From an optimization exercise on the open Yosys and OpenROAD flow, aimed at small area, a short achievable clock period and few clock cycles; shortcuts taken in it are not production practice. No functional check of the RTL was part of any run shown here. Power and IR drop assume default switching activity.

==> design/flow/run.sh <==
#!/bin/bash
# synth_recipe.tcl (not shown) runs the flow's synth.tcl, then flattens the netlist and writes it again
# the make line also repeats each setting of config.mk as NAME=value (left out here)
make -C /OpenROAD-flow-scripts/flow DESIGN_CONFIG=/design/flow/config.mk WORK_HOME=/design/flow/orfs CLKGATE_MAP_FILE= SYNTH_SCRIPT=/design/flow/synth_recipe.tcl finish
==> design/flow/config.mk <==
export PLATFORM = sky130hd
export DESIGN_NAME = algo_3_final
export DESIGN_NICKNAME = algo_3_final
export VERILOG_FILES = /design/flow/design.v
export SDC_FILE = /design/flow/constraint.sdc
export NUM_CORES = 4
export LEC_CHECK = 0
export CAP_MARGIN = 20
export CORE_MARGIN = 2
export CORE_UTILIZATION = 40
export SETUP_SLACK_MARGIN = 3.0
export SLEW_MARGIN = 20
==> design/flow/constraint.sdc <==
create_clock -name core_clock -period 5.5 [get_ports {clk}]
set_input_delay 1.1000 -clock core_clock [delete_from_list [all_inputs] [get_ports {clk}]]
set_output_delay 1.1000 -clock core_clock [all_outputs]
set_load 0.01 [all_outputs]
==> design/flow/design.v <==
module algo_3_final (
    input  wire        clk,
    input  wire        reset,       
    input  wire        trigger,     
    input  wire        pix_valid,
    input  wire [7:0]  pix_data,
    output wire        pix_ready,
    input  wire [10:0] data_ram_i,
    output wire [10:0] data_ram_o,
    output wire [10:0] addr_ram,
    output wire        we,
    input  wire [13:0] data_ram_energia_i,
    output wire [13:0] data_ram_energia_o,
    output wire [10:0] addr_ram_energia,
    input  wire [5:0]  data_ram_cantidad_i,
    output wire [5:0]  data_ram_cantidad_o,
    output wire [10:0] addr_ram_cantidad,
    output wire        fin_signal
);
  localparam integer PIXELS  = 7081;
  localparam integer RING    = 99;     
  localparam integer DLY     = 92;     
  localparam [6:0]   SCRATCH = 7'd0;     
  function [6:0] step7(input [6:0] x);
    step7 = {x[5:0], x[6] ^ x[5]};
  endfunction
  function [12:0] step13(input [12:0] x);
    step13 = {x[11:0], x[12] ^ x[3] ^ x[2] ^ x[0]};
  endfunction
  function [6:0] after7(input integer n);
    integer k;
    begin
      after7 = 7'd1;
      for (k = 0; k < n; k = k + 1) after7 = step7(after7);
    end
  endfunction
  function [12:0] after13(input integer n);
    integer k;
    begin
      after13 = 13'd1;
      for (k = 0; k < n; k = k + 1) after13 = step13(after13);
    end
  endfunction
  localparam [6:0]  COL95  = after7(94);         
  localparam [6:0]  COL97  = after7(96);
  localparam [6:0]  RINGE  = after7(RING - 1);   
  localparam [6:0]  WPTRE  = after7(DLY - 1);    
  localparam [12:0] REM1   = after13(PIXELS - 1);  
  reg  restart;
  always @(posedge clk) restart <= !reset || trigger;
  reg        fin, rdy, we_r;
  reg [12:0] rem;         
  reg        open;        
  reg [7:0]  vb;          
  reg        vb_valid;
  reg [1:0]  st;          
  reg        fwr;         
  reg        clr;         
  reg [6:0]  a_f;
  reg [10:0] a_e;
  reg [13:0] d_e;
  reg [5:0]  d_c;
  reg [10:0] label_r;     
  reg [10:0] lab2;        
  reg        lab1z, lab2z;
  reg [10:0] R1;          
  reg        R1z;
  reg [10:0] PP;          
  reg        PPz;
  reg [10:0] M3;          
  reg        M3z;
  reg [10:0] q0, q1, q2;  
  reg        q0z, q1z, q2z;
  reg [1:0]  qn;          
  reg        cap, cap_ok, ok1;
  reg [6:0]  wptr;        
  reg        filled;
  reg [6:0]  col;         
  reg        mL;          
  reg        mURn;        
  reg [6:0]  ring;        
  reg        i1;          
  reg [10:0] nxt;         
  reg        wrapped;
  reg [11:0] cf;          
  assign pix_ready           = rdy && !restart;
  assign we                  = we_r;
  assign fin_signal          = fin && !restart;
  assign data_ram_o          = label_r;
  assign addr_ram            = {4'd0, a_f};
  assign addr_ram_energia    = a_e;
  assign addr_ram_cantidad   = a_e;
  assign data_ram_energia_o  = d_e;
  assign data_ram_cantidad_o = d_c;
  wire accept = pix_valid && rdy;    
  wire can    = (st == 2'd0) || (st == 2'd3);
  wire proc   = vb_valid && can;
  wire        vnz   = |vb;
  wire [10:0] lft   = i1 ? lab2 : label_r;
  wire        gt1   = label_r > M3;
  wire        gt2   = lab2 > M3;
  wire        gt    = !mL && (i1 ? gt2 : gt1);
  wire        lftz  = mL | (i1 ? lab2z : lab1z);
  wire        allz  = lftz & M3z;
  wire        selmx = vnz & !allz;
  wire        selnx = vnz & allz;
  wire [10:0] lab   = (selmx & gt) ? lft :
                      selmx ? M3 : (selnx ? nxt : 11'd0);
  wire        labz  = !vnz | (allz & (nxt == 11'd0));
  wire        op_new = vnz & allz & !wrapped;
  wire        op_rmw = vnz & !labz & !op_new;
  wire        p_new  = proc & op_new;
  wire        p_rmw  = proc & op_rmw;
  wire        alloc  = proc & vnz & allz;
  wire [10:0] sm  = mURn ? 11'd0 : q0;
  wire        smz = mURn | q0z;
  wire [10:0] m3n = (PP < sm) ? sm : PP;
  wire        m3z = PPz & smz;
  wire [10:0] r1m = mURn ? 11'd0 : R1;
  wire        r1mz = mURn | R1z;
  wire [10:0] ppn = (r1m < q0) ? q0 : r1m;
  wire        ppz = r1mz & q0z;
  wire [10:0] din  = cap_ok ? data_ram_i : 11'd0;
  wire        dinz = (din == 11'd0);
  wire        eqr   = (cf == {1'b0, nxt});
  wire [1:0]  st_n  = p_rmw ? 2'd1 : (st == 2'd1) ? 2'd2 : (st == 2'd2) ? 2'd3 : 2'd0;
  wire        cfinc = clr | (alloc & eqr);
  wire [11:0] cf_n  = cf + {11'd0, cfinc};
  wire        cfd_n = cf[11] | (&cf[10:0] & cfinc);    
  wire        fin_n = fin | (!open && !vb_valid && can && cfd_n);
  wire        we_n  = !fin_n && (st_n != 2'd1);
  wire        lab_n = p_new | p_rmw;              
  wire        lbr_n = (st == 2'd2);               
  wire        fwr_n = (proc & !op_rmw) | (st == 2'd1);
  wire        vbv_n = accept | (vb_valid & !proc);
  wire        open_n = open & !(accept & (rem == REM1));
  wire        clr_n = we_n & !lab_n & !lbr_n & (st_n != 2'd2) & !cfd_n;
  always @(posedge clk) begin
    if (restart) begin
      fin <= 1'b0; rdy <= 1'b1;
      rem <= 13'd1; open <= 1'b1;
      vb_valid <= 1'b0;
      st <= 2'd0; fwr <= 1'b0; clr <= 1'b0;
      R1 <= 11'd0; R1z <= 1'b1; PP <= 11'd0; PPz <= 1'b1; M3 <= 11'd0; M3z <= 1'b1;
      q0 <= 11'd0; q1 <= 11'd0; q2 <= 11'd0; q0z <= 1'b1; q1z <= 1'b1; q2z <= 1'b1;
      qn <= 2'd3; cap <= 1'b0;
      wptr <= 7'd1; filled <= 1'b0;
      col <= 7'd1; mL <= 1'b1; mURn <= 1'b0;
      ring <= 7'd1; i1 <= 1'b1;
      nxt <= 11'd1; wrapped <= 1'b0; cf <= 12'd1;
    end else begin
      if (accept) rem <= step13(rem);
      vb_valid <= vbv_n;
      open     <= open_n;
      rdy      <= open_n && (!vbv_n || st_n == 2'd0 || st_n == 2'd3);
      fin      <= fin_n;
      st       <= st_n;
      cf       <= cf_n;
      clr      <= clr_n;
      fwr <= fwr_n;
      if (fwr_n) begin
        if (wptr == WPTRE) begin wptr <= 7'd1; filled <= 1'b1; end
        else wptr <= step7(wptr);
      end
      cap <= fwr;
      qn  <= qn + {1'b0, cap} - {1'b0, proc};
      if (proc) begin
        q0 <= q1; q0z <= q1z;
        q1 <= q2; q1z <= q2z;
      end
      if (cap) begin
        if (qn == {1'b0, proc}) begin q0 <= din; q0z <= dinz; end
        if (qn == 2'd1 + {1'b0, proc}) begin q1 <= din; q1z <= dinz; end
        if (qn == 2'd2 + {1'b0, proc}) begin q2 <= din; q2z <= dinz; end
      end
      if (proc) begin
        R1 <= q0; R1z <= q0z;
        PP <= ppn; PPz <= ppz;
        M3 <= m3n; M3z <= m3z;
        col  <= (col == COL97) ? 7'd1 : step7(col);
        mL   <= (col == COL97);
        mURn <= (col == COL95);
        ring <= (ring == RINGE) ? 7'd1 : step7(ring);
        i1   <= (ring == RINGE);
        if (alloc) begin
          nxt <= nxt + 11'd1;
          if (nxt == 11'd2047) wrapped <= 1'b1;
        end
      end
    end
  end
  always @(posedge clk) begin
    if (accept) vb <= pix_data;
    we_r   <= we_n;
    ok1    <= filled;
    cap_ok <= ok1;
    a_f    <= fwr_n ? wptr : SCRATCH;
    a_e    <= lab_n ? lab : (lbr_n ? label_r : cf_n[10:0]);
    if (lab_n) begin
      d_e <= {6'd0, vb};
      d_c <= 6'd1;
    end else if (st == 2'd2) begin
      d_e <= data_ram_energia_i + d_e;
      d_c <= data_ram_cantidad_i + 6'd1;
    end else if (st != 2'd1) begin
      d_e <= 14'd0;
      d_c <= 6'd0;
    end
    if (proc) begin
      label_r <= lab; lab1z <= labz;
      lab2 <= label_r; lab2z <= lab1z;
    end
  end
endmodule
==> metrics.cfg, run 1 <==
[drt]
post-route-drc-count = 0
via_count = 9425
wl_per_cell_um = 16.48
drt-initial-drc-count = 625
ant_nets = 0
vias_per_cell = 5.292
first_pass_iters = 5
drt_wl_total_um = 29340

[placed_design]
globalplace.congestion = 0.8309
pre_cts_slack_ns = 2.275
io_buffers = 105
hpwl_um = 18080

[clock_tree]
cts_buffer_depth = 3
h-tree-depth = 1
cts_buffers = 26
path_clk_slew_ns = 0.06
clk_latency_ns = 0.54
clock-sinks = 219
cts_tree = built
root_buffer = clkbuf_16
hold_buffers = 0

[run_status]
outcome = no timing/DRC/antenna violations

[sta]
tns_ns = 0
grt_setup_unrepaired = true
tightest_slew_ns = 0.7952
finalHoldViolations = 0
whs_ns = 0.3271
setup_slack_ns = 2.881
maxSlewViolCount = 0
period_share = 0.4762
min_period_ns = 2.619
setup_violations = 0
finClkSkew_ns = 0.01248
max-slew-margin-rel = 0.4699
fmax_mhz = 381.8

[yosys]
ys_warn_count = 1
seq_area_frac_synth = 0.4277
syn_inst = 1267
synthesis.area_um2 = 11190
synth_area_leaders = dfxtp_1 (32%), edfxtp_1 (11%), ha_1 (7.3%), nand2_1 (6.6%), a21oi_1 (5.2%)
synth_top_area_cell = dfxtp_1
synth_ff_type = dfxtp_1
ys_types = 72
synth-edff-count = 40
async_flop_share = 0
synth_area_per_cell_um2 = 8.830
synth_top_cell_area_share = 0.3203
synth-seq-cells = 219

[grt]
antenna_found_initial = 0
grt_pass1_vias = 8926
top_usage_layer = met2
grt_first_pass_wirelength_um = 46640
grt_max_degree = 82
grtUsageMet1 = 0.2649
grt_usage = 0.1951
grt_overflow = 0
use_met2 = 0.3291
grt_util_met3 = 0.02324

[die]
die_y_um = 171.2
core_um2 = 27630
ios = 110
core.rowCount = 61
start_util = 0.4049
fp.dieArea_um2 = 29320
die_w_um = 171.2

[setup_path]
rrSetupSlack_ns = 2.88
arrival_ns = 3.03
cp-start-kind = flip-flop
required_ns = 5.91
max_stage_delay_ns = 0.33
cp_num_buf_inv = 1
crit_top_cell = ha_4
crit_chain = inv_2 > ha_4 > nand2_4 > a21o_4 > nor2_4 > a31o_4 > ha_4 > ha_4 > and4_4 > nand4_1 > xnor2_1 > mux2_4 > a32oi_1 > o31ai_1
crit_fanout = 3
crit_family = compound AO/OA/AOI/OAI gates
worstSetupPathType = flip-flop to flip-flop
crit_path_top_delay_cell = dfxtp_2
end_kind = flip-flop

[power]
finalPower_mw = 3.706
powerDensity_nw_per_um2 = 257.6
max-vdd-ir-drop_mv = 0.1965
p_leak_nw = 5.597

[finish]
area_growth_pct = 28.60
antennaDiodeCount = 0
nNetsFinal = 1493
nFillCells = 2598
drive_gt1_frac = 0.1711

[run]
maxCapViolCount = 0

[worst_hold_path]
hp-class = flip-flop to flip-flop

==> cell usage in the layout, fill, tap and decap left out, types with 9 or more instances in the layout <==
cell             instances
o21ai_1                 20
a22oi_1                 16
ha_4                    17
a221oi_1                10
nor2_1                  82
a21o_1                  14
inv_1                   50
and3_1                   9
nor3_1                  10
a311oi_1                22
o21ai_0                 24
dlymetal6s2s_1          13
nand2_1                192
dfxtp_1                157
clkdlybuf4s50_1         37
o31ai_1                 10
mux2_2                  11
a21oi_1                114
dfxtp_2                 17
buf_4                   55
mux2i_1                 22
ha_1                    46
xnor2_1                 24
dlygate4sd2_1           54
edfxtp_1                40
nand4_1                 11
a31o_2                   9
xor2_1                  20
nor2b_1                 21
clkbuf_16               27
nand3b_1                11
nand2b_1                30
nand3_1                 24
and2_1                  14
==> logic make-up after synthesis <==
logic type | share of synthesized area
simple gates | 0.1942
compound gates | 0.1757
flops | 0.4277
buf+inv | 0.05480
fa+ha+maj | 0.07449
xor+xnor | 0.03680
mux | 0.03601
other cells | 0.0003352
==> worst register-to-register path: cells and delay by family, from the launching register on <==
family	cells	cell delay [ns]
compound gates	4	0.63
mux	1	0.26
flops	1	0.33
fa+ha+maj	3	0.55
buf+inv	1	0.04
simple gates	4	0.54
xor+xnor	1	0.16
==> power by group <==
| group | internal, mW | total (mW) | switching [mW] |
|---|---|---|---|
| Combinational | 0.125 | 0.277 | 0.152 |
| Sequential | 1.65 | 1.67 | 0.0171 |
| Clock | 1.06 | 1.76 | 0.699 |
==> registers in the layout, indices dropped and copies added (netlist names), 11 cells and up <==
register,cells
d_e,14
rem,13
cf,12
M3,11
PP,11
R1,11
a_e,11
lab2,11
label_r,11
nxt,11
q0,11
q1,11
q2,11
==> cell type report <==
| class | instances | area [um2] | share of cell area |
|---|---|---|---|
| Clock buffer | 37 | 763.2 | 0.05305 |
| Inverter | 54 | 209.0 | 0.01452 |
| Timing Repair Buffer | 167 | 1521 | 0.1058 |
| Sequential cell | 219 | 4825 | 0.3354 |
| Clock inverter | 10 | 122.6 | 0.008523 |
| Multi-Input combinational cell | 915 | 6467 | 0.4496 |
| Tap cell | 378 | 473.0 | 0.03288 |
| Timing Repair inverter | 1 | 5.005 | 0.0003479 |
==> path summary, 6_finish.rpt <==
check | cells past startpoint | endpoint | from
setup reg to reg | 14 | a_e[10]$_DFF_P_ | st[0]$_SDFF_PP0_
hold reg to reg | 0 | cap_ok$_DFF_P_ | ok1$_DFF_P_
setup / recovery | 14 | a_e[10]$_DFF_P_ | st[0]$_SDFF_PP0_
hold / removal | 0 | cap_ok$_DFF_P_ | ok1$_DFF_P_
==> cells in the mapped netlist, types with 6 or more instances <==
| cell type | count |
|---|---|
| nand2_1 | 197 |
| a22oi_1 | 16 |
| nor2b_1 | 24 |
| buf_2 | 9 |
| nand4_1 | 11 |
| edfxtp_1 | 40 |
| nand3b_1 | 10 |
| a311oi_1 | 22 |
| nand2b_1 | 30 |
| a21oi_1 | 117 |
| dfxtp_1 | 179 |
| ha_1 | 65 |
| buf_1 | 13 |
| xor2_1 | 20 |
| a21o_1 | 15 |
| o21ai_1 | 12 |
| nand3_1 | 29 |
| buf_4 | 18 |
| nor3_1 | 11 |
| mux2_2 | 14 |
| o31ai_1 | 11 |
| and3_1 | 9 |
| nor2_1 | 83 |
| mux2i_1 | 23 |
| a31o_2 | 11 |
| clkbuf_1 | 44 |
| inv_1 | 53 |
| and4_1 | 8 |
| xnor2_1 | 27 |
| a221oi_1 | 11 |
| a211oi_1 | 6 |
| o21ai_0 | 35 |
| and2_1 | 14 |
==> layer usage <==
| layer | part of all wire | up-vias |
|---|---|---|
| met3 | 0.045 | 46 |
| met5 | 0 | - |
| met1 | 0.47 | 4439 |
| li1 | - | 4716 |
| met2 | 0.46 | 224 |
| met4 | 0.023 | 0 |
==> metrics by stage <==
stage,instance area (um2),cells,util
after CTS,13800,1753,0.4993
final,14390,1781,0.5207
after global routing,14390,1781,0.5207
after global placement,12490,1672,0.4521
after floorplan,11340,1270,-
after detailed placement,12490,1672,0.4521
==> repair_timing <==
| item | in CTS | in global routing |
|---|---|---|
| gates resized for setup | 101 | 87 |
| buffers inserted | 30 | 27 |
| cloned | 4 | 1 |
| setup endpoints to repair | 168 | 80 |
| pin swaps | 23 | 29 |
==> run 2: changes to the inputs <==
--- a/design/flow/design.v
+++ b/design/flow/design.v
@@ -22,3 +22,2 @@
   localparam integer DLY     = 92;     
-  localparam [6:0]   SCRATCH = 7'd0;     
   function [6:0] step7(input [6:0] x);
@@ -58,3 +57,2 @@
   reg        clr;         
-  reg [6:0]  a_f;
   reg [10:0] a_e;
@@ -74,3 +72,3 @@
   reg [1:0]  qn;          
-  reg        cap, cap_ok, ok1;
+  reg        cap, cap_ok;
   reg [6:0]  wptr;        
@@ -89,3 +87,3 @@
   assign data_ram_o          = label_r;
-  assign addr_ram            = {4'd0, a_f};
+  assign addr_ram            = {4'd0, wptr & {7{fwr}}};    
   assign addr_ram_energia    = a_e;
@@ -127,3 +125,4 @@
   wire        cfinc = clr | (alloc & eqr);
-  wire [11:0] cf_n  = cf + {11'd0, cfinc};
+  wire [11:0] cf_p1 = cf + 12'd1;
+  wire [11:0] cf_n  = cfinc ? cf_p1 : cf;
   wire        cfd_n = cf[11] | (&cf[10:0] & cfinc);    
@@ -160,3 +159,3 @@
       fwr <= fwr_n;
-      if (fwr_n) begin
+      if (fwr) begin
         if (wptr == WPTRE) begin wptr <= 7'd1; filled <= 1'b1; end
@@ -194,5 +193,3 @@
     we_r   <= we_n;
-    ok1    <= filled;
-    cap_ok <= ok1;
-    a_f    <= fwr_n ? wptr : SCRATCH;
+    cap_ok <= filled;
     a_e    <= lab_n ? lab : (lbr_n ? label_r : cf_n[10:0]);
==> run 2 against run 1 <==
Against the previous run: still clean on timing, DRC and antenna; power decreased by 4.6%; via count decreased by 2.7%; clock skew is 0.015 ns higher.
==> metrics.cfg, run 2 <==
[yosys]
async_flop_share = 0
synth-seq-cells = 211
ys_warn_count = 1
synthesis.area_um2 = 10890
synth_commonest_cells = dfxtp_1 (171), nand2_1 (164), a21oi_1 (113)
synth_area_per_cell_um2 = 8.869
ys_types = 68
synth_top_cell_area_share = 0.3143
syn_inst = 1228
synth_ff_type = dfxtp_1
synth_area_leaders = dfxtp_1 (31%), edfxtp_1 (11%), ha_1 (7.4%), nand2_1 (5.7%), a21oi_1 (5.2%)
yosysMostFrequentCell = dfxtp_1
synth_top_area_cell = dfxtp_1
seq_area_frac_synth = 0.4246
synth-edff-count = 40

[sta]
whs_ns = 0.3486
maxSlewViolCount = 0
grt_setup_unrepaired = true
finalHoldViolations = 0
tightest_slew_ns = 0.8544
finClkSkew_ns = 0.02776
max-slew-margin-rel = 0.4304
setup_violations = 0
fmax_mhz = 392.7
period_share = 0.4629
min_period_ns = 2.546
tns_ns = 0

[placed_design]
io_buffers = 105
globalplace.congestion = 0.8336
dp.cells = 1600
hpwl_um = 17560

[setup_path]
crit_fanout = 7
cp-start-kind = flip-flop
r2r-start = label_r[5]$_DFFE_PN_
required_ns = 5.90
end_kind = flip-flop
arrival_ns = 2.95
cp_num_buf_inv = 2
rrSetupSlack_ns = 2.95
worstSetupPathType = flip-flop to flip-flop
reg2reg_depth = 10
crit_path_top_delay_cell = edfxtp_1
crit_chain = buf_4 > ha_1 > a21o_1 > a21oi_1 > nor2_1 > o41ai_2 > a211oi_4 > buf_12 > mux2i_4 > mux2_4
crit_family = compound AO/OA/AOI/OAI gates
max_stage_delay_ns = 0.39
r2r_end = a_e[10]$_DFF_P_

[grt]
grt_max_degree = 84
grt_pass1_vias = 8730
grt_usage = 0.1916
antenna_found_initial = 0
grt_first_pass_wirelength_um = 45420
grt_overflow = 0

[finish]
fin_cells = 1709
largest_register = d_e
most-common-layout-cells = nand2_1 (162), dfxtp_1 (161), a21oi_1 (109), nor2_1 (101)
antennaDiodeCount = 0
reg_top3 = d_e: 14 flops, rem: 13 flops, cf: 12 flops
fin_util = 0.5229
final_common_cell = nand2_1
area_growth_pct = 29.03
drive_gt1_frac = 0.1572
largest_reg_flops = 14
nNetsFinal = 1458

[die]
core.rowCount = 60
core_um2 = 26880
fp.dieArea_um2 = 28560
die_y_um = 169.0
start_util = 0.4053
die_w_um = 169.0
ios = 110

[run_status]
outcome = no timing/DRC/antenna violations

[drt]
post-route-drc-count = 0
drt-initial-drc-count = 525
first_pass_iters = 4
via_count = 9170
wl_per_cell_um = 16.34
vias_per_cell = 5.366
drt_wl_total_um = 27920
ant_nets = 0

[power]
p_leak_nw = 5.486
powerDensity_nw_per_um2 = 251.6
max-vdd-ir-drop_mv = 0.2128

[worst_hold_path]
hold_path.startpoint = filled$_SDFFE_PP0P_
holdPathEnd = cap_ok$_DFF_P_
hp-class = flip-flop to flip-flop
hold_depth = 0

[clock_tree]
clock-sinks = 211
cts_buffer_depth = 3
path_clk_slew_ns = 0.06
cts_buffers = 24
h-tree-depth = 1
clk_latency_ns = 0.53
hold_buffers = 0
cts_tree = built
root_buffer = clkbuf_16

[run]
maxCapViolCount = 0

run 2: per-layer routing:
layer,vias to the layer above,part of all wire,track usage
met5,-,0,0
met4,0,0.024,0.05203
met3,46,0.043,0.02642
met2,192,0.46,0.3090
met1,4341,0.47,0.2700
li1,4591,-,-
run 2: through the flow:
step	cell area, um2	total power [mW]	setup slack [ns]
floorplan	10940	1.795	2.681
global route	14050	3.665	2.870
CTS	13660	3.560	2.879
finish	14050	3.536	2.954
detailed placement	12100	1.882	2.010
global placement	12090	1.879	2.012
run 2: final cells by class:
type	instances	area, um2
fill	2509	12820
multi-input combinational	884	6274
sequential	211	4644
timing repair buffer	175	1682
clock buffer	29	639.4
tap	341	426.7
inverter	52	211.5
clock inverter	15	162.7
timing repair inverter	2	13.76
run 2: power by group:
part / internal, mW / switching [mW] / total (mW)
Sequential: 1.59 / 0.0194 / 1.61
Combinational: 0.141 / 0.157 / 0.299
Clock: 0.970 / 0.653 / 1.62
run 2: worst max-delay path by stage:
stage,startpoint,end,slack (ns),depth (start not counted)
final,label_r[5]$_DFFE_PN_,a_e[10]$_DFF_P_,2.95,10
after global routing,label_r[1]$_DFFE_PN_,a_e[10]$_DFF_P_,2.87,10
after CTS,vb[4]$_DFFE_PP_,d_e[11]$_SDFFE_PP0P_,2.88,7
after detailed placement,data_ram_energia_i[0],d_e[12]$_SDFFE_PP0P_,2.01,10
after global placement,data_ram_energia_i[0],d_e[12]$_SDFFE_PP0P_,2.01,10
after floorplan,data_ram_energia_i[0],d_e[12]$_SDFFE_PP0P_,2.68,9
run 2: worst register-to-register path, stage by stage, from the launching register on:
cell and delay [ns]:
edfxtp_1 0.39, buf_4 0.18, ha_1 0.31, a21o_1 0.16, a21oi_1 0.17, nor2_1 0.07, o41ai_2 0.39, a211oi_4 0.14
buf_12 0.17, mux2i_4 0.18, mux2_4 0.28
run 2: logic make-up after synthesis:
logic type / count (synthesis) / synth area share
xor+xnor: 42 / 0.03377
fa+ha+maj: 65 / 0.07536
mux: 52 / 0.04882
flops: 211 / 0.4246
buf+inv: 138 / 0.05583
simple gates: 421 / 0.1810
compound gates: 298 / 0.1802
other cells: 1 / 0.0003443
run 2: repair_timing:
item	4_1_cts	5_1_grt
setup endpoints to repair	175	102
pin swaps	31	36
endpoints found under the hold margin	0	0
setup buffers	49	11
gates cloned	5	0
resized for setup	137	81
==> run 3: changes to the inputs <==
--- a/design/flow/config.mk
+++ b/design/flow/config.mk
@@ -7,2 +7,3 @@
 export LEC_CHECK = 0
+export ABC_AREA = 1
 export CAP_MARGIN = 20
==> run 3 against run 2 <==
Against the previous run: cell area shrank 2.6%; power down 1.9%; synthesized cell count up 25%; wire length is 4.5% higher; sequential power about the same; first-iteration DRC count grew 62%; core utilization shrank 3.2 points; critical path type is now flip-flop to output port; critical endpoint is now addr_ram_energia[5].
==> metrics.cfg, run 3 <==
[drt]
first_pass_iters = 8
wl_per_cell_um = 14.48
post-route-drc-count = 0
vias_per_cell = 5.076
drt_wl_total_um = 29170
drt-initial-drc-count = 848
via_count = 10230
ant_nets = 0

[yosys]
yosysMostFrequentCell = nand2_1
ys_types = 47
seq_area_frac_synth = 0.4065
async_flop_share = 0
synthesis.area_um2 = 11380
ys_warn_count = 1
synth-seq-cells = 211
synth_top_area_cell = dfxtp_1
synth_commonest_cells = nand2_1 (354), inv_1 (185), dfxtp_1 (171)
synth_area_per_cell_um2 = 7.382
synth-edff-count = 40
synth_top_cell_area_share = 0.3009
syn_inst = 1541
synth_ff_type = dfxtp_1
synth_area_leaders = dfxtp_1 (30%), nand2_1 (12%), edfxtp_1 (11%), ha_1 (7.0%), a21oi_1 (7.0%)

[setup_path]
crit_cells = 1
r2r_end = label_r[3]$_DFFE_PN_
crit_family = buffers and inverters
r2r-start = label_r[2]$_DFFE_PN_
max_stage_delay_ns = 0.53
cp-start-kind = flip-flop
rrSetupSlack_ns = 3.11
worstSetupPathType = flip-flop to output port
end_kind = output port
arrival_ns = 1.37
reg2reg_depth = 12
crit_path_top_delay_cell = clkdlybuf4s50_1
crit_fanout = 2
required_ns = 4.40
cp_num_buf_inv = 1
crit_chain = clkdlybuf4s50_1

[clock_tree]
path_clk_slew_ns = 0.06
clock-sinks = 211
cts_buffers = 25
cts_buffer_depth = 3
cts_tree = built
hold_buffers = 0
clk_latency_ns = 0.52
root_buffer = clkbuf_16
h-tree-depth = 1

[sta]
tns_ns = 0
min_period_ns = 2.465
fmax_mhz = 405.6
tightest_slew_ns = 0.6486
grt_setup_unrepaired = true
period_share = 0.4482
finClkSkew_ns = 0.01600
finalHoldViolations = 0
maxSlewViolCount = 0
max-slew-margin-rel = 0.5671
setup_violations = 0
whs_ns = 0.3758

[grt]
grt_util_met3 = 0.02946
grt_overflow = 0
grt_pass1_vias = 9492
use_met2 = 0.3248
grt_usage = 0.1868
grt_max_degree = 76
grt_first_pass_wirelength_um = 46730
top_usage_layer = met2
grtUsageMet1 = 0.2352
antenna_found_initial = 0

[die]
fp.dieArea_um2 = 29800
die_y_um = 172.6
die_w_um = 172.6
core_um2 = 27860
core.rowCount = 61
ios = 110
start_util = 0.4084

[run_status]
outcome = no timing/DRC/antenna violations

[finish]
largest_reg_flops = 14
area_growth_pct = 20.28
nFillCells = 2746
largest_register = d_e
drive_gt1_frac = 0.08430
antennaDiodeCount = 0
regArea_um2 = 4638
final_common_cell = nand2_1
reg_top3 = d_e: 14 flops, rem: 13 flops, cf: 12 flops
multi_input_area_um2 = 5782
nNetsFinal = 1729
most-common-layout-cells = nand2_1 (348), inv_1 (182), dfxtp_1 (166), a21oi_1 (154), o21ai_0 (139)

[power]
powerDensity_nw_per_um2 = 253.5
p_leak_nw = 5.945
max-vdd-ir-drop_mv = 0.1728

[worst_hold_path]
hp-class = flip-flop to flip-flop
hold_path.startpoint = filled$_SDFFE_PP0P_
hold_depth = 0
holdPathEnd = cap_ok$_DFF_P_

[placed_design]
globalplace.congestion = 0.8829
hpwl_um = 19880
io_buffers = 105

[run]
maxCapViolCount = 0

run 3: changes by cell type in the layout (fill, tap and decap cells not counted), sizes merged, moves of 16 or more:
cell	delta
a21oi	+52
a22oi	-19
nand3	+72
nand4	+22
nand2b	-25
nor2b	-16
nand2	+205
a311oi	-22
buf	-46
mux2i	-45
o21ai	+109
inv	+138
a211oi	-20
nor2	-27
run 3: kinds of logic after synthesis:
family / after synthesis / share of synthesized area
muxes: 1 / 0.0008799
and+or+nand+nor: 623 / 0.2413
DFF: 211 / 0.4065
adders and majority gates: 65 / 0.07215
AOI/OAI and AO/OA: 344 / 0.1610
buffers and inverters: 278 / 0.1039
xor gates and xnor gates: 18 / 0.01386
other: 1 / 0.0003296
run 3: worst max path at each step:
stage / end / startpoint / slack (ns)
finish: addr_ram_energia[5] / a_e[5]$_DFF_P_ / 3.03
CTS: label_r[3]$_DFFE_PN_ / label_r[2]$_DFFE_PN_ / 2.94
global route: a_e[1]$_DFF_P_ / st[0]$_SDFF_PP0_ / 2.96
detailed placement: d_e[12]$_SDFFE_PP0P_ / data_ram_energia_i[0] / 2.37
floorplan: d_e[6]$_DFFE_PP_ / data_ram_energia_i[0] / 3.02
global placement: d_e[12]$_SDFFE_PP0P_ / data_ram_energia_i[0] / 2.42
run 3: final cells by class:
cell class / count / share of cell area
Multi-Input combinational cell: 1058 / 0.4226
Timing Repair inverter: 3 / 0.001646
Timing Repair Buffer: 131 / 0.09172
Inverter: 191 / 0.05386
Tap cell: 378 / 0.03456
Clock buffer: 33 / 0.04938
Sequential cell: 211 / 0.3390
Clock inverter: 10 / 0.007315
run 3: metrics by stage:
step	cells	power [mW]	instance area (um2)	util	setup WS, ns
2_1_floorplan	1544	1.819	11420	-	3.015
3_3_place_gp	1944	1.898	12500	0.4489	2.416
3_5_place_dp	1945	1.901	12510	0.4491	2.372
4_1_cts	2002	3.499	13430	0.4819	2.937
5_1_grt	2015	3.602	13680	0.4912	2.956
6_report	2015	3.468	13680	0.4912	3.035
run 3: report_power, final:
part / switching, mW / internal, mW
logic: 0.164 / 0.101
clock network: 0.639 / 0.949
registers: 0.0172 / 1.60
run 3: routing by layer:
metal,part of all wire,vias up
met5,0,-
met4,0.032,0
met3,0.054,55
met2,0.47,296
met1,0.44,4628
li1,-,5249
run 3: what timing repair did:
item	4_1_cts	5_1_grt
setup buffers	12	9
endpoints found under the setup margin	161	95
pin swaps	2	6
gates resized for setup	84	25
cloned	2	4
hold endpoints to repair	0	0
==> run 4: changes to the inputs <==
--- a/design/flow/config.mk
+++ b/design/flow/config.mk
@@ -7,3 +7,2 @@
 export LEC_CHECK = 0
-export ABC_AREA = 1
 export CAP_MARGIN = 20
@@ -11,2 +10,3 @@
 export CORE_UTILIZATION = 40
+export CTS_BUF_LIST = sky130_fd_sc_hd__clkbuf_4 sky130_fd_sc_hd__clkbuf_8
 export SETUP_SLACK_MARGIN = 3.0
==> run 4 against run 3 <==
Against the previous run: clock-buffer cell count rose by 29; largest cell class unchanged; critical endpoint is now d_e[12]$_SDFFE_PP0P_; non-clock buffer count increased by 50; setup slack got worse by 0.042 ns; clock skew rose by 0.011 ns; wire length shrank 0.31%; global-route usage up 0.82 points; flip-flop and latch count unchanged; fmax fell by 1.7%; highest routed layer unchanged; register-to-register slack worse by 0.09 ns; core utilization increased by 4.1 points; synthesized cell count is 20% lower; critical path type is now primary input to flip-flop.
==> metrics.cfg, run 4 <==
[run_status]
outcome = no timing/DRC/antenna violations

[yosys]
synth_commonest_cells = dfxtp_1 (171), nand2_1 (164), a21oi_1 (113)
synthesis.area_um2 = 10890
synth-seq-cells = 211
synth-edff-count = 40
synth_top_cell_area_share = 0.3143
synth_area_leaders = dfxtp_1 (31%), edfxtp_1 (11%), ha_1 (7.4%), nand2_1 (5.7%), a21oi_1 (5.2%)
synth_area_per_cell_um2 = 8.869
seq_area_frac_synth = 0.4246
ys_types = 68
ys_warn_count = 1
yosysMostFrequentCell = dfxtp_1
syn_inst = 1228
synth_top_area_cell = dfxtp_1
async_flop_share = 0
synth_ff_type = dfxtp_1

[placed_design]
hpwl_um = 17560
globalplace.congestion = 0.8336
place_area_um2 = 12100
io_buffers = 105

[worst_hold_path]
hp-class = flip-flop to flip-flop

[drt]
drt-initial-drc-count = 538
via_count = 9352
wl_per_cell_um = 16.65
vias_per_cell = 5.356
ant_nets = 0
first_pass_iters = 5
drt_wl_total_um = 29080
post-route-drc-count = 0

[finish]
reg_top3 = d_e: 14 flops, rem: 13 flops, cf: 12 flops
regArea_um2 = 4644
fin_util = 0.5324
largest_register = d_e
nNetsFinal = 1482
final_cell_area_um2 = 14310
area_growth_pct = 31.36
final_common_cell = nand2_1
multi_input_area_um2 = 6406
most-common-layout-cells = nand2_1 (162), dfxtp_1 (161), a21oi_1 (107), nor2_1 (101), dlygate4sd2_1 (63)
drive_gt1_frac = 0.1943
nFillCells = 2509
antennaDiodeCount = 0
largest_reg_flops = 14

[grt]
antenna_found_initial = 0
top_usage_layer = met2
grt_overflow = 0
use_met2 = 0.3100
grtUsageMet1 = 0.2746
grt_first_pass_wirelength_um = 46290
grt_util_met3 = 0.03110
grt_usage = 0.1950
grt_max_degree = 84
grt_pass1_vias = 8936

[die]
die_w_um = 169.0
ios = 110
die_y_um = 169.0
start_util = 0.4053
fp.dieArea_um2 = 28560
core.rowCount = 60
core_um2 = 26880

[clock_tree]
h-tree-depth = 2
cts_tree = built
hold_buffers = 0
clock-sinks = 211
path_clk_slew_ns = 0.06
cts_buffers = 40
clk_latency_ns = 0.54
root_buffer = clkbuf_8
cts_buffer_depth = 3

[sta]
finClkSkew_ns = 0.02727
tightest_slew_ns = 0.8598
min_period_ns = 2.508
finalHoldViolations = 0
period_share = 0.4559
tns_ns = 0
fmax_mhz = 398.8
whs_ns = 0.3306
grt_setup_unrepaired = true
max-slew-margin-rel = 0.4268
setup_violations = 0
maxSlewViolCount = 0

[setup_path]
end_kind = flip-flop
arrival_ns = 2.93
worstSetupPathType = primary input to flip-flop
cp-start-kind = primary input
required_ns = 5.92
crit_fanout = 2

[power]
powerDensity_nw_per_um2 = 250.9
p_leak_nw = 5.480
finalPower_mw = 3.590
max-vdd-ir-drop_mv = 0.1493

[run]
maxCapViolCount = 0

==> run 4: metrics by stage <==
stage,worst slack [ns],std cells
final,2.992,1746
after global routing,2.921,1746
after CTS,2.967,1727
after detailed placement,2.010,1600
after global placement,2.012,1600
after floorplan,2.681,1231
==> run 4: layout make-up <==
type / instances / share of cell area
clock inverter: 11 / 0.005947
inverter: 52 / 0.01478
multi-input combinational: 886 / 0.4477
sequential: 211 / 0.3246
timing repair inverter: 2 / 0.001137
clock buffer: 62 / 0.05614
tap: 341 / 0.02982
timing repair buffer: 181 / 0.1198
==> run 4: worst paths after layout <==
path / start / to / slack [ns] / cells past startpoint
max: data_ram_energia_i[0] / d_e[12]$_SDFFE_PP0P_ / 2.99 / 10
min: filled$_SDFFE_PP0P_ / cap_ok$_DFF_P_ / 0.33 / 0
max reg2reg: label_r[1]$_DFFE_PN_ / a_e[7]$_DFF_P_ / 3.02 / 10
min reg2reg: filled$_SDFFE_PP0P_ / cap_ok$_DFF_P_ / 0.33 / 0
==> run 4: cell families after synthesis <==
logic type / synth area share
and+or+nand+nor: 0.1810
AOI/OAI and AO/OA: 0.1802
DFF: 0.4246
buffers and inverters: 0.05583
adders and majority gates: 0.07536
muxes: 0.04882
xor gates and xnor gates: 0.03377
other: 0.0003443
==> run 4: worst max-delay path, stage by stage <==
cell	delay (ns)
buf_6	0.09
ha_4	0.15
fa_2	0.36
a21o_1	0.19
a311o_1	0.35
a31oi_4	0.25
a21oi_2	0.09
xor2_1	0.15
a22oi_1	0.14
nor2_1	0.05
==> run 4: repair_timing <==
action,4_1_cts,5_1_grt
pin swaps,28,54
gates cloned,6,2
gates resized for setup,134,103
endpoints found under the setup margin,184,82
buffers inserted,48,17
==> run 4: report_power, final <==
part | switching [mW] | total [mW] | internal [mW]
combinational | 0.164 | 0.307 | 0.144
sequential | 0.0201 | 1.62 | 1.60
clock | 0.687 | 1.67 | 0.980
==> run 4: metal layers <==
layer  share of wire  vias up  wire length, um
li1                -     4649                -
met1            0.48     4436            13850
met2            0.46      211            13370
met3           0.043       56             1247
met4           0.021        0              612
met5               0        -                0
==> run 5: changes to the inputs <==
--- a/design/flow/config.mk
+++ b/design/flow/config.mk
@@ -7,2 +7,3 @@
 export LEC_CHECK = 0
+export ABC_AREA = 1
 export CAP_MARGIN = 20
@@ -10,4 +11,3 @@
 export CORE_UTILIZATION = 40
-export CTS_BUF_LIST = sky130_fd_sc_hd__clkbuf_4 sky130_fd_sc_hd__clkbuf_8
-export SETUP_SLACK_MARGIN = 3.0
+export SETUP_SLACK_MARGIN = 3.3
 export SLEW_MARGIN = 20
==> run 5 against run 4 <==
Against the previous run: wire length increased by 12%; synthesized cell count increased by 25%; via count increased by 14%; die area increased by 4.3%; fmax increased by 9.5%; hold slack improved by 0.057 ns.
==> metrics.cfg, run 5 <==
[run_status]
outcome = no timing/DRC/antenna violations

[yosys]
synth_top_area_cell = dfxtp_1
synth-seq-cells = 211
synthesis.area_um2 = 11380
yosysMostFrequentCell = nand2_1
synth_commonest_cells = nand2_1 (354), inv_1 (185), dfxtp_1 (171)
syn_inst = 1541
async_flop_share = 0
synth_area_leaders = dfxtp_1 (30%), nand2_1 (12%), edfxtp_1 (11%), ha_1 (7.0%), a21oi_1 (7.0%)
seq_area_frac_synth = 0.4065
synth-edff-count = 40
synth_area_per_cell_um2 = 7.382
ys_types = 47
ys_warn_count = 1
synth_ff_type = dfxtp_1
synth_top_cell_area_share = 0.3009

[drt]
post-route-drc-count = 0
ant_nets = 0
drt_wl_total_um = 32650
vias_per_cell = 5.095
drt-initial-drc-count = 746
first_pass_iters = 5
via_count = 10620
wl_per_cell_um = 15.66

[clock_tree]
clk_latency_ns = 0.52
root_buffer = clkbuf_16
cts_buffer_depth = 3
cts_tree = built
path_clk_slew_ns = 0.06
h-tree-depth = 1
hold_buffers = 0
cts_buffers = 25
clock-sinks = 211

[finish]
multi_input_area_um2 = 6519
reg_top3 = d_e: 14 flops, rem: 13 flops, cf: 12 flops
drive_gt1_frac = 0.2380
nFillCells = 2632
largest_register = d_e
nNetsFinal = 1796
area_growth_pct = 32.00
antennaDiodeCount = 0
final_common_cell = nand2_1
regArea_um2 = 4659
largest_reg_flops = 14
fin_cells = 2084
most-common-layout-cells = nand2_1 (307), inv_1 (169), dfxtp_1 (151), a21oi_1 (142), o21ai_0 (126)

[sta]
tns_ns = 0
period_share = 0.4164
tightest_slew_ns = 0.7832
grt_setup_unrepaired = true
fmax_mhz = 436.6
finalHoldViolations = 0
finClkSkew_ns = 0.01117
setup_violations = 0
max-slew-margin-rel = 0.4773
maxSlewViolCount = 0
min_period_ns = 2.290

[grt]
grt_usage = 0.2057
use_met2 = 0.3619
top_usage_layer = met2
grt_overflow = 0
grt_first_pass_wirelength_um = 51250
grt_pass1_vias = 10160
antenna_found_initial = 0
grt_util_met3 = 0.02902
grt_max_degree = 80
grtUsageMet1 = 0.2567

[die]
core.rowCount = 61
start_util = 0.4084
core_um2 = 27860
ios = 110
fp.dieArea_um2 = 29800
die_y_um = 172.6
die_w_um = 172.6

[power]
combinationalPowerShare = 0.091
pwr-share-clk = 0.481
p_seq_frac = 0.428
switchingPower_mw = 0.8873
p_leak_nw = 6.291
max-vdd-ir-drop_mv = 0.2046
power.internal_mw = 2.881
powerDensity_nw_per_um2 = 250.9
power.share.switching = 0.2355

[run]
maxCapViolCount = 0

[placed_design]
globalplace.congestion = 0.8634
hpwl_um = 19610
dp.cells = 1944
io_buffers = 105

[worst_hold_path]
hp-class = flip-flop to flip-flop

[setup_path]
end_kind = output port
required_ns = 4.40
crit_fanout = 2
arrival_ns = 1.19
worstSetupPathType = flip-flop to output port
cp-start-kind = flip-flop
rrSetupSlack_ns = 3.28

[run 5: power by group through the flow]
stage	registers, mW	logic (mW)	clock network [mW]
2_1_floorplan	1.65	0.179	0
3_5_place_dp	1.65	0.258	0
6_report	1.61	0.342	1.81
3_3_place_gp	1.65	0.255	0
5_1_grt	1.62	0.373	1.91
4_1_cts	1.61	0.296	1.84
[run 5: stage by stage]
| step | hold slack, ns | cell area [um2] | utilization | total power [mW] | setup WS, ns |
|---|---|---|---|---|---|
| 5_1_grt | 0.4032 | 15020 | 0.5390 | 3.897 | 3.146 |
| 2_1_floorplan | 0.3308 | 11520 | - | 1.826 | 3.019 |
| 6_report | 0.3874 | 15020 | 0.5390 | 3.768 | 3.210 |
| 3_3_place_gp | 0.3923 | 12590 | 0.4518 | 1.903 | 2.450 |
| 4_1_cts | 0.3940 | 14350 | 0.5149 | 3.752 | 3.162 |
| 3_5_place_dp | 0.3788 | 12600 | 0.4522 | 1.906 | 2.422 |
[run 5: critical path, stage by stage (launching register included)]
cell     delay [ns]
dfxtp_4        0.39
inv_1          0.08
nor2_4         0.10
buf_6          0.10
[run 5: cell families (layout without fill, tap and decap cells)]
kind of cell | count (synthesis) | in the layout | synth area share
AND/OR/NAND/NOR | 623 | 634 | 0.2413
AO/OA/AOI/OAI | 344 | 344 | 0.1610
buffers and inverters | 278 | 429 | 0.1039
flip-flops | 211 | 211 | 0.4065
adder cells (fa/ha/maj) | 65 | 65 | 0.07215
XOR/XNOR | 18 | 18 | 0.01386
other | 1 | 4 | 0.0003296
multiplexers | 1 | 1 | 0.0008799
[run 5: timing repair]
item | CTS | global route
endpoints found under the setup margin | 232 | 148
cloned | 12 | 7
setup buffers | 54 | 22
gates resized for setup | 307 | 171
pin swaps | 24 | 55
[run 5: worst paths after layout]
kind                                              to                 start  cells after the start
worst max-delay path                       pix_ready        rdy$_SDFF_PP1_                      3
worst min-delay path                  cap_ok$_DFF_P_   filled$_SDFFE_PP0P_                      0
worst max register to register  label_r[6]$_DFFE_PN_  label_r[9]$_DFFE_PN_                     12
worst min register to register        cap_ok$_DFF_P_   filled$_SDFFE_PP0P_                      0
[run 5: cell type report]
| cell class | count | area share |
|---|---|---|
| multi-input cells | 1066 | 0.4341 |
| clock inverters | 14 | 0.01333 |
| repair buffers | 188 | 0.1116 |
| clock buffers | 31 | 0.04725 |
| repair inverters | 5 | 0.002666 |
| well taps | 378 | 0.03150 |
| flip-flops and latches | 211 | 0.3103 |
| inverters | 191 | 0.04925 |
[run 5: per-layer routing]
| metal | share of wire | vias to the layer above |
|---|---|---|
| li1 | - | 5403 |
| met1 | 0.44 | 4892 |
| met2 | 0.49 | 253 |
| met3 | 0.041 | 69 |
| met4 | 0.034 | 0 |
| met5 | 0 | - |
==> run 6: changes to the inputs <==
--- a/design/flow/config.mk
+++ b/design/flow/config.mk
@@ -11,3 +11,4 @@
 export CORE_UTILIZATION = 40
-export SETUP_SLACK_MARGIN = 3.3
+export SETUP_SLACK_MARGIN = 3.0
 export SLEW_MARGIN = 20
+export TNS_END_PERCENT = 10
==> run 6 against run 5 <==
Against the previous run: still clean on timing, DRC and antenna; power decreased by 5.1%; core utilization fell by 5.0 points; hold slack lost 0.0039 ns; combinational power fell by 23%; global-route usage fell by 2.4 points; die area unchanged; largest cell class unchanged; largest power group unchanged.
==> metrics.cfg, run 6 <==
[grt]
grt_first_pass_wirelength_um = 45970
grt_max_degree = 80
antenna_found_initial = 0
grt_overflow = 0
grt_usage = 0.1817
grt_pass1_vias = 9180

[finish]
antennaDiodeCount = 0
reg_top3 = d_e: 14 flops, rem: 13 flops, cf: 12 flops
area_growth_pct = 19.75
final_common_cell = nand2_1
most-common-layout-cells = nand2_1 (351), inv_1 (183), dfxtp_1 (167), a21oi_1 (157), o21ai_0 (138)
nNetsFinal = 1717
largest_register = d_e
nFillCells = 2722
largest_reg_flops = 14
drive_gt1_frac = 0.07253
final_cell_area_um2 = 13620

[power]
max-vdd-ir-drop_mv = 0.2313
p_leak_nw = 5.660
switchingPower_mw = 0.8288
p_seq_frac = 0.452
combinationalPowerShare = 0.074
power.share.switching = 0.2318
pwr-share-clk = 0.475
power.internal_mw = 2.747
powerDensity_nw_per_um2 = 262.5

[run]
maxCapViolCount = 0

[clock_tree]
clock-sinks = 211
cts_buffers = 26
cts_tree = built
h-tree-depth = 1
path_clk_slew_ns = 0.06
cts_buffer_depth = 3
root_buffer = clkbuf_16
clk_latency_ns = 0.52

[yosys]
synth_ff_type = dfxtp_1
synth_fa_ha_area_frac = 0.07215
synth_area_leaders = dfxtp_1 (30%), nand2_1 (12%), edfxtp_1 (11%), ha_1 (7.0%), a21oi_1 (7.0%)
synth_compound_area_frac = 0.1610
synth_commonest_cells = nand2_1 (354), inv_1 (185), dfxtp_1 (171)
ys_types = 47
ys_warn_count = 1
synth-edff-count = 40
async_flop_share = 0
syn_inst = 1541
seq_area_frac_synth = 0.4065
yosysMostFrequentCell = nand2_1
synthesis.area_um2 = 11380
synth_top_area_cell = dfxtp_1
synth_top_cell_area_share = 0.3009
synth_area_per_cell_um2 = 7.382
synth-seq-cells = 211
synth_top_family_by_area = simple AND/OR/NAND/NOR gates
yosys-mux-area-fraction = 0.0008799
synthSimpleGateAreaFrac = 0.2413
synth_xor_area_frac = 0.01386

[sta]
fmax_mhz = 368.3
grt_setup_unrepaired = true
period_share = 0.4937
min_period_ns = 2.716
tightest_slew_ns = 0.8021
maxSlewViolCount = 0
setup_violations = 0
finClkSkew_ns = 0.02213
tns_ns = 0
max-slew-margin-rel = 0.4624
finalHoldViolations = 0
whs_ns = 0.3835

[drt]
post-route-drc-count = 0
ant_nets = 0
wl_per_cell_um = 14.22
via_count = 10050
drt_wl_total_um = 28510
first_pass_iters = 5
vias_per_cell = 5.014
drt-initial-drc-count = 683

[setup_path]
max_stage_delay_ns = 0.53
crit_fanout = 11
arrival_ns = 1.62
worstSetupPathType = flip-flop to output port
crit_path_top_delay_cell = clkdlybuf4s50_1
crit_chain = nand2_1 > inv_1 > clkdlybuf4s50_1
required_ns = 4.40
end_kind = output port
cp-start-kind = flip-flop

[worst_hold_path]
hp-class = flip-flop to flip-flop

[die]
core.rowCount = 61
die_y_um = 172.6
fp.dieArea_um2 = 29800
die_w_um = 172.6
start_util = 0.4084
ios = 110
core_um2 = 27860

[placed_design]
globalplace.congestion = 0.8975
place_area_um2 = 12490
hpwl_um = 19470
io_buffers = 105

[run_status]
outcome = no timing/DRC/antenna violations

run 6: cell types whose count changed in the layout (fill, tap and decap cells not counted), sizes merged, moves of 4 or more:
cell / change
buf: -114
bufinv: -4
clkdlybuf4s15: -9
clkdlybuf4s50: +73
clkinv: -7
dlygate4sd2: -5
nand3: -4
run 6: layout make-up:
| class | count | area, um2 | share of cell area |
|---|---|---|---|
| Sequential cell | 211 | 4632 | 0.3400 |
| Timing Repair Buffer | 119 | 1191 | 0.08744 |
| Multi-Input combinational cell | 1059 | 5723 | 0.4201 |
| Inverter | 191 | 733.2 | 0.05382 |
| Timing Repair inverter | 1 | 7.507 | 0.0005511 |
| Clock buffer | 40 | 804.5 | 0.05906 |
| Clock inverter | 6 | 58.81 | 0.004317 |
| Tap cell | 378 | 473.0 | 0.03472 |
run 6: worst paths after layout:
| check | slack (ns) | start | to | depth (start not counted) |
|---|---|---|---|---|
| setup / recovery | 2.78 | fwr$_SDFF_PP0_ | addr_ram[0] | 3 |
| hold / removal | 0.38 | filled$_SDFFE_PP0P_ | cap_ok$_DFF_P_ | 0 |
| hold reg to reg | 0.38 | filled$_SDFFE_PP0P_ | cap_ok$_DFF_P_ | 0 |
| setup reg to reg | 2.87 | st[0]$_SDFF_PP0_ | q1[5]$_SDFF_PP0_ | 10 |
run 6: metrics by stage:
| step | std cells | power (mW) | util | worst slack, ns |
|---|---|---|---|---|
| finish | 2005 | 3.576 | 0.4890 | 2.784 |
| global route | 2005 | 3.708 | 0.4890 | 2.683 |
| CTS | 1995 | 3.608 | 0.4826 | 2.768 |
| detailed placement | 1946 | 1.899 | 0.4485 | 2.323 |
| global placement | 1946 | 1.896 | 0.4485 | 2.368 |
| floorplan | 1544 | 1.818 | - | 2.913 |
run 6: worst max-delay path: cells and delay by family, from the launching register on:
family                 cells  cell delay, ns
DFF                        1            0.41
and+or+nand+nor            1            0.09
buffers and inverters      2            0.60
run 6: layer usage:
metal	global-route usage	wire [um]	vias up
met4	0.04238	472	0
met1	0.2471	13330	4564
met3	0.02155	1307	32
met5	0	0	-
met2	0.3086	13400	226
li1	-	-	5232
run 6: logic make-up (layout without fill, tap and decap cells):
group	count (synthesis)	count (layout)
AO/OA/AOI/OAI	344	344
XOR/XNOR	18	18
adder cells (fa/ha/maj)	65	65
buffers and inverters	278	357
flip-flops	211	211
multiplexers	1	1
other	1	4
AND/OR/NAND/NOR	623	627
run 6: timing repair:
action	4_1_cts	5_1_grt
buffers inserted	2	6
setup endpoints to repair	148	158
gates resized for setup	14	18
endpoints found under the hold margin	0	0
hold buffers	0	0
pin swaps	1	6
gates cloned	1	4
run 6: power groups by stage:
stage	combinational [mW]	clock (mW)	sequential (mW)
3_3_place_gp	0.247	0	1.65
5_1_grt	0.294	1.80	1.62
4_1_cts	0.256	1.74	1.62
6_report	0.263	1.70	1.62
3_5_place_dp	0.250	0	1.65
2_1_floorplan	0.172	0	1.65
==> run 7: changes to the inputs <==
--- a/design/flow/config.mk
+++ b/design/flow/config.mk
@@ -8,3 +8,3 @@
 export ABC_AREA = 1
-export CAP_MARGIN = 20
+export CAP_MARGIN = 0
 export CORE_MARGIN = 2
@@ -12,3 +12,2 @@
 export SETUP_SLACK_MARGIN = 3.0
-export SLEW_MARGIN = 20
-export TNS_END_PERCENT = 10
+export SLEW_MARGIN = 0
==> run 7 against run 6 <==
Against the previous run: hold slack got worse by 0.0082 ns; global-route usage rose by 0.92 points; flip-flop and latch count stayed put; still clean on timing, DRC and antenna; synthesized cell count stayed put; synthesized area is the same; register-to-register slack improved by 0.30 ns; clock-buffer cell count down 6; final cell count grew 0.90%; clock power barely moved; sequential power hardly changed; core utilization grew 0.89 points; critical path type unchanged; clock skew is 0.0057 ns lower.
==> metrics.cfg, run 7 <==
[grt]
antenna_found_initial = 0
grt_overflow = 0
grt_pass1_vias = 9537
grt_max_degree = 76
grt_usage = 0.1908
grt_first_pass_wirelength_um = 47550

[yosys]
ys_types = 47
synth_commonest_cells = nand2_1 (354), inv_1 (185), dfxtp_1 (171)
synth_top_cell_area_share = 0.3009
synth_ff_type = dfxtp_1
synth-edff-count = 40
synthesis.area_um2 = 11380
seq_area_frac_synth = 0.4065
synth_top_area_cell = dfxtp_1
synth_area_per_cell_um2 = 7.382
yosysMostFrequentCell = nand2_1
syn_inst = 1541
async_flop_share = 0
synth_area_leaders = dfxtp_1 (30%), nand2_1 (12%), edfxtp_1 (11%), ha_1 (7.0%), a21oi_1 (7.0%)
synth-seq-cells = 211
ys_warn_count = 1

[clock_tree]
cts_buffers = 25
cts_tree = built
clk_latency_ns = 0.52
cts_buffer_depth = 3
clock-sinks = 211
path_clk_slew_ns = 0.06
root_buffer = clkbuf_16
h-tree-depth = 1

[setup_path]
max_stage_delay_ns = 0.49
end_kind = output port
worstSetupPathType = flip-flop to output port
cp_num_buf_inv = 1
cp-start-kind = flip-flop
arrival_ns = 1.35
crit_chain = dlygate4sd2_1
required_ns = 4.40
crit_fanout = 4
crit_path_top_delay_cell = edfxtp_1
crit_family = flip-flops

[finish]
nNetsFinal = 1736
most-common-layout-cells = nand2_1 (348), inv_1 (182), dfxtp_1 (167), a21oi_1 (155), o21ai_0 (138)
area_growth_pct = 21.94
final_common_cell = nand2_1
reg_top3 = d_e: 14 flops, rem: 13 flops, cf: 12 flops
antennaDiodeCount = 0
largest_reg_flops = 14
drive_gt1_frac = 0.09058
largest_register = d_e

[sta]
finClkSkew_ns = 0.01644
tightest_slew_ns = 0.6359
grt_setup_unrepaired = true
max-slew-margin-rel = 0.5756
whs_ns = 0.3754
setup_violations = 0
finalHoldViolations = 0
min_period_ns = 2.453
period_share = 0.4461
fmax_mhz = 407.6
tns_ns = 0
maxSlewViolCount = 0

[die]
core_um2 = 27860
ios = 110
start_util = 0.4084
core.rowCount = 61
die_y_um = 172.6
die_w_um = 172.6
fp.dieArea_um2 = 29800

[run_status]
outcome = no timing/DRC/antenna violations

[power]
p_leak_nw = 6.085
max-vdd-ir-drop_mv = 0.2417
powerDensity_nw_per_um2 = 259.5

[drt]
drt-initial-drc-count = 792
ant_nets = 0
wl_per_cell_um = 14.67
vias_per_cell = 5.055
drt_wl_total_um = 29690
first_pass_iters = 5
via_count = 10230
post-route-drc-count = 0

[placed_design]
globalplace.congestion = 0.8829
hpwl_um = 19850
io_buffers = 105

[worst_hold_path]
hp-class = flip-flop to flip-flop

[run]
maxCapViolCount = 0

-- run 7: timing repair --
action	in CTS	in global routing
buffers inserted	14	14
resized for setup	85	27
endpoints found under the hold margin	0	0
hold buffers	0	0
setup endpoints to repair	172	95
pin swaps	3	9
gates cloned	4	3
-- run 7: stage by stage --
step / utilization / cells / setup WS, ns / instance area (um2) / power, mW
floorplan: - / 1544 / 3.015 / 11420 / 1.819
global placement: 0.4489 / 1944 / 2.416 / 12500 / 1.898
detailed placement: 0.4489 / 1944 / 2.376 / 12500 / 1.901
CTS: 0.4865 / 2006 / 2.919 / 13550 / 3.631
global route: 0.4980 / 2023 / 2.975 / 13870 / 3.738
finish: 0.4980 / 2023 / 3.047 / 13870 / 3.599
-- run 7: layout make-up --
class                      count  area, um2
fill                        2704      13990
clock buffer                  34      689.4
sequential                   211       4637
multi-input combinational   1058       5792
timing repair inverter         4      32.53
inverter                     191      737.0
tap                          378      473.0
clock inverter                10      163.9
timing repair buffer         137       1348
-- run 7: final timing paths --
| check | depth (start not counted) | end | slack, ns | start |
|---|---|---|---|---|
| worst min register to register | 0 | cap_ok$_DFF_P_ | 0.38 | filled$_SDFFE_PP0P_ |
| worst max-delay path | 1 | data_ram_o[2] | 3.05 | label_r[2]$_DFFE_PN_ |
| worst max register to register | 12 | PP[7]$_SDFFE_PP0N_ | 3.17 | mURn$_SDFFE_PP0N_ |
| worst min-delay path | 0 | cap_ok$_DFF_P_ | 0.38 | filled$_SDFFE_PP0P_ |
-- run 7: logic make-up (layout without fill, tap and decap cells) --
logic type / Yosys count / after routing / share of synthesized area
fa+ha+maj: 65 / 65 / 0.07215
buf+inv: 278 / 376 / 0.1039
mux: 1 / 1 / 0.0008799
simple gates: 623 / 626 / 0.2413
flops: 211 / 211 / 0.4065
other cells: 1 / 4 / 0.0003296
compound gates: 344 / 344 / 0.1610
xor+xnor: 18 / 18 / 0.01386
-- run 7: report_power, final --
group | switching [mW] | total (mW) | internal, mW
clock network | 0.649 | 1.71 | 1.06
logic | 0.168 | 0.272 | 0.104
registers | 0.0173 | 1.61 | 1.60
-- run 7: routing by layer --
metal | vias up | track usage | part of all wire
li1 | 5264 | - | -
met1 | 4669 | 0.2426 | 0.45
met2 | 242 | 0.3315 | 0.47
met3 | 52 | 0.02617 | 0.043
met4 | 0 | 0.06695 | 0.031
met5 | - | 0 | 0
==> run 8: changes to the inputs <==
--- a/design/flow/design.v
+++ b/design/flow/design.v
@@ -63,2 +63,3 @@
   reg        lab1z, lab2z;
+  reg        G, G2;       
   reg [10:0] R1;          
@@ -97,5 +98,3 @@
   wire [10:0] lft   = i1 ? lab2 : label_r;
-  wire        gt1   = label_r > M3;
-  wire        gt2   = lab2 > M3;
-  wire        gt    = !mL && (i1 ? gt2 : gt1);
+  wire        gt    = !mL && (i1 ? G2 : G);      
   wire        lftz  = mL | (i1 ? lab2z : lab1z);
@@ -116,2 +115,7 @@
   wire        m3z = PPz & smz;
+  wire        cL  = (label_r > PP) && (label_r > sm);
+  wire        cL2 = (lab2 > PP) && (lab2 > sm);
+  wire        cM  = (M3 > PP) && (M3 > sm);
+  wire        cN  = (nxt > PP) && (nxt > sm);
+  wire        gn  = !vnz ? 1'b0 : allz ? cN : gt ? (i1 ? cL2 : cL) : cM;
   wire [10:0] r1m = mURn ? 11'd0 : R1;
@@ -122,2 +126,4 @@
   wire        dinz = (din == 11'd0);
+  wire [8:0]  e_lo  = {1'b0, data_ram_energia_i[7:0]} + {1'b0, d_e[7:0]};
+  wire [5:0]  e_hi1 = data_ram_energia_i[13:8] + 6'd1;
   wire        eqr   = (cf == {1'b0, nxt});
@@ -199,3 +205,3 @@
     end else if (st == 2'd2) begin
-      d_e <= data_ram_energia_i + d_e;
+      d_e <= {e_lo[8] ? e_hi1 : data_ram_energia_i[13:8], e_lo[7:0]};
       d_c <= data_ram_cantidad_i + 6'd1;
@@ -208,2 +214,4 @@
       lab2 <= label_r; lab2z <= lab1z;
+      G  <= gn;
+      G2 <= cL;
     end
--- a/design/flow/config.mk
+++ b/design/flow/config.mk
@@ -7,7 +7,6 @@
 export LEC_CHECK = 0
-export ABC_AREA = 1
-export CAP_MARGIN = 0
+export CAP_MARGIN = 20
 export CORE_MARGIN = 2
 export CORE_UTILIZATION = 40
-export SETUP_SLACK_MARGIN = 3.0
-export SLEW_MARGIN = 0
+export SETUP_SLACK_MARGIN = 3.2
+export SLEW_MARGIN = 20
==> run 8 against run 7 <==
Against the previous run: sequential share of layout area down 3.7 points; final cell count down 2.1%; clock skew down 0.0030 ns; via count up 9.5%; fmax down 7.6%; die area up 7.8%; setup slack worse by 0.20 ns; synthesized cell count down 7.8%; clock-buffer cell count up 4; sequential power about the same; critical path type is now primary input to flip-flop; largest cell class unchanged; largest power group is now sequential cells.
==> metrics.cfg, run 8 <==
[finish]
fin_cells = 1980
nFillCells = 2844
reg_top3 = d_e: 14 flops, rem: 13 flops, cf: 12 flops
drive_gt1_frac = 0.1920
largest_reg_flops = 14
nNetsFinal = 1734
final_cell_area_um2 = 15870
most-common-layout-cells = nand2_1 (180), dfxtp_1 (152), nor2_1 (122), a21oi_1 (114), ha_1 (111)
largest_register = d_e
fin_util = 0.5216
final_common_cell = nand2_1
area_growth_pct = 29.25

[yosys]
synth-edff-count = 42
synth_commonest_cells = nand2_1 (184), dfxtp_1 (171), a21oi_1 (127), nor2_1 (127), ha_1 (126)
synth_ff_type = dfxtp_1
yosysMostFrequentCell = nand2_1
synth_area_leaders = dfxtp_1 (28%), ha_1 (13%), edfxtp_1 (10%), nand2_1 (5.6%), a21oi_1 (5.2%)
synth_top_cell_area_share = 0.2788
async_flop_share = 0
syn_inst = 1421
synth-seq-cells = 213
seq_area_frac_synth = 0.3815
ys_warn_count = 1
synthesis.area_um2 = 12280
synth_area_per_cell_um2 = 8.641
synth_top_area_cell = dfxtp_1
ys_types = 77

[power]
power.share.switching = 0.2436
powerDensity_nw_per_um2 = 228.7
p_seq_frac = 0.451
finalPower_mw = 3.629
max-vdd-ir-drop_mv = 0.2580
p_leak_nw = 6.173
power.internal_mw = 2.745
pwr-share-clk = 0.451
combinationalPowerShare = 0.098
switchingPower_mw = 0.8840

[die]
start_util = 0.4035
die_y_um = 179.2
fp.dieArea_um2 = 32120
core_um2 = 30430
ios = 110
die_w_um = 179.2
core.rowCount = 64

[sta]
finClkSkew_ns = 0.01342
min_period_ns = 2.655
whs_ns = 0.3510
grt_setup_unrepaired = true
fmax_mhz = 376.7
tns_ns = 0
period_share = 0.4827
setup_violations = 0
maxSlewViolCount = 0
max-slew-margin-rel = 0.3872
tightest_slew_ns = 0.9192
finalHoldViolations = 0
setup_slack_ns = 2.845

[clock_tree]
h-tree-depth = 1
cts_buffer_depth = 3
path_clk_slew_ns = 0.06
clk_latency_ns = 0.54
root_buffer = clkbuf_16
clock-sinks = 213
cts_tree = built
hold_buffers = 0
cts_buffers = 25

[placed_design]
globalplace.congestion = 0.8566
io_buffers = 105
hpwl_um = 22160
dp.cells = 1845
place_area_um2 = 13540
pre_cts_slack_ns = 1.789

[setup_path]
end_kind = flip-flop
crit_fanout = 3
cp-start-kind = primary input
arrival_ns = 3.08
required_ns = 5.92
worstSetupPathType = primary input to flip-flop

[drt]
vias_per_cell = 5.655
wl_per_cell_um = 17.98
wl_met1_um = 16240
met3WireLength_um = 1745
via_count = 11200
post-route-drc-count = 0
first_pass_iters = 5
drt-initial-drc-count = 725
drt_wl_total_um = 35600
met2_length_um = 16620
ant_nets = 0
route.top_layer_used = met4

[grt]
grt_usage = 0.2116
grt_max_degree = 81
antenna_found_initial = 1
grt_overflow = 0
grt_pass1_vias = 10460
grt_first_pass_wirelength_um = 54650

[run_status]
outcome = no timing/DRC/antenna violations

[worst_hold_path]
hp-class = flip-flop to flip-flop

[run]
maxCapViolCount = 0

-- run 8: cell count changes after synthesis, sizes merged, moves of 25 or more --
cell | previous run | this run
a21oi | 166 | 127
buf | 50 | 25
clkbuf | 37 | 64
ha | 64 | 126
inv | 191 | 43
mux2i | 1 | 26
nand2 | 369 | 184
nand3 | 98 | 60
nor2 | 74 | 127
nor2b | 0 | 27
o21ai | 141 | 44
-- run 8: cells by family (layout without fill, tap and decap cells) --
| logic type | Yosys count | in the layout | share of synthesized area |
|---|---|---|---|
| AND/OR/NAND/NOR | 564 | 565 | 0.2220 |
| AO/OA/AOI/OAI | 303 | 309 | 0.1594 |
| flip-flops | 213 | 213 | 0.3815 |
| buffers and inverters | 133 | 285 | 0.04616 |
| adder cells (fa/ha/maj) | 127 | 127 | 0.1300 |
| XOR/XNOR | 51 | 51 | 0.03638 |
| multiplexers | 29 | 29 | 0.02425 |
| other | 1 | 5 | 0.0003054 |
-- run 8: worst paths after layout --
kind / start / end / slack, ns / cells after the start
hold reg to reg: filled$_SDFFE_PP0P_ / cap_ok$_DFF_P_ / 0.35 / 0
hold / removal: filled$_SDFFE_PP0P_ / cap_ok$_DFF_P_ / 0.35 / 0
setup / recovery: data_ram_energia_i[0] / d_e[9]$_SDFFE_PP0P_ / 2.85 / 10
setup reg to reg: d_e[0]$_DFFE_PP_ / d_e[9]$_SDFFE_PP0P_ / 3.04 / 9
-- run 8: power by group through the flow --
stage          Clock (mW)  Sequential, mW  Combinational, mW
2_1_floorplan           0            1.67              0.174
6_report             1.64            1.64              0.355
3_5_place_dp            0            1.68              0.262
5_1_grt              1.73            1.64              0.386
4_1_cts              1.67            1.64              0.315
3_3_place_gp            0            1.68              0.258
-- run 8: layout make-up --
type	instances	area, um2	area share
inverter	44	185.2	0.01167
timing repair buffer	194	1767	0.1113
sequential	213	4721	0.2974
clock buffer	38	734.5	0.04628
antenna	1	2.502	0.0001577
multi-input combinational	1085	7875	0.4962
clock inverter	8	83.83	0.005282
timing repair inverter	1	7.507	0.0004730
tap	396	495.5	0.03122
-- run 8: repair_timing --
item / in CTS / in global routing
gates cloned: 6 / 6
setup buffers: 46 / 30
gates resized for setup: 255 / 101
endpoints found under the setup margin: 240 / 100
pin swaps: 26 / 48
endpoints found under the hold margin: 0 / 0
-- run 8: worst max-delay path, stage by stage --
cell     delay [ns]
buf_6          0.09
ha_4           0.15
fa_2           0.34
a21oi_2        0.14
nor2b_2        0.06
a311o_1        0.28
o31a_1         0.38
mux2_4         0.33
a22oi_2        0.14
nor2_1         0.06
-- run 8: metal layers --
| metal | vias up | GRT usage |
|---|---|---|
| li1 | 5397 | - |
| met1 | 5442 | 0.2900 |
| met2 | 298 | 0.3446 |
| met3 | 59 | 0.02672 |
| met4 | 0 | 0.06956 |
| met5 | - | 0 |

==> what the ideal ports hide <==
In the flow no input, the clock included, has a driving cell. The finished layouts below were timed again as built, in two steps. Step 1 sets driving cells, clkbuf_16 on the clock port and buf_2 on the other inputs (assumed; they add their load-dependent delay and slew). Step 2 times the ports against the registers' clock, not the clock port: input delays grow and output delays shrink by t, the midpoint of the rising clock arrivals with the driver on. a / b / c = no drivers / after step 1 / after step 2; a / b = the first two.
run	t, ns	setup slack, ns	worst setup path at the end	clock arrival spread, ns	worst data-port slew with drivers (ns)
run 1	0.579	2.881 / 2.881 / 2.523	input to register	0.013 / 0.013	0.04
run 2	0.566	2.954 / 2.954 / 2.450	input to register	0.028 / 0.028	0.06
run 3	0.560	3.035 / 2.989 / 2.547	input to register	0.018 / 0.018	0.06
run 4	0.566	2.992 / 2.977 / 2.437	input to register	0.027 / 0.028	0.06
run 5	0.567	3.210 / 3.161 / 2.817	input to register	0.011 / 0.011	0.05
run 6	0.556	2.784 / 2.738 / 2.319	input to register	0.022 / 0.022	0.04
run 7	0.564	3.047 / 3.000 / 2.536	input to register	0.019 / 0.019	0.06
run 8	0.582	2.845 / 2.863 / 2.281	input to register	0.014 / 0.014	0.04
After both steps setup and hold are still met in every run listed. The setup slack of run 8, which loses most, moves by +0.018 ns with the drivers and by -0.564 ns with both steps.
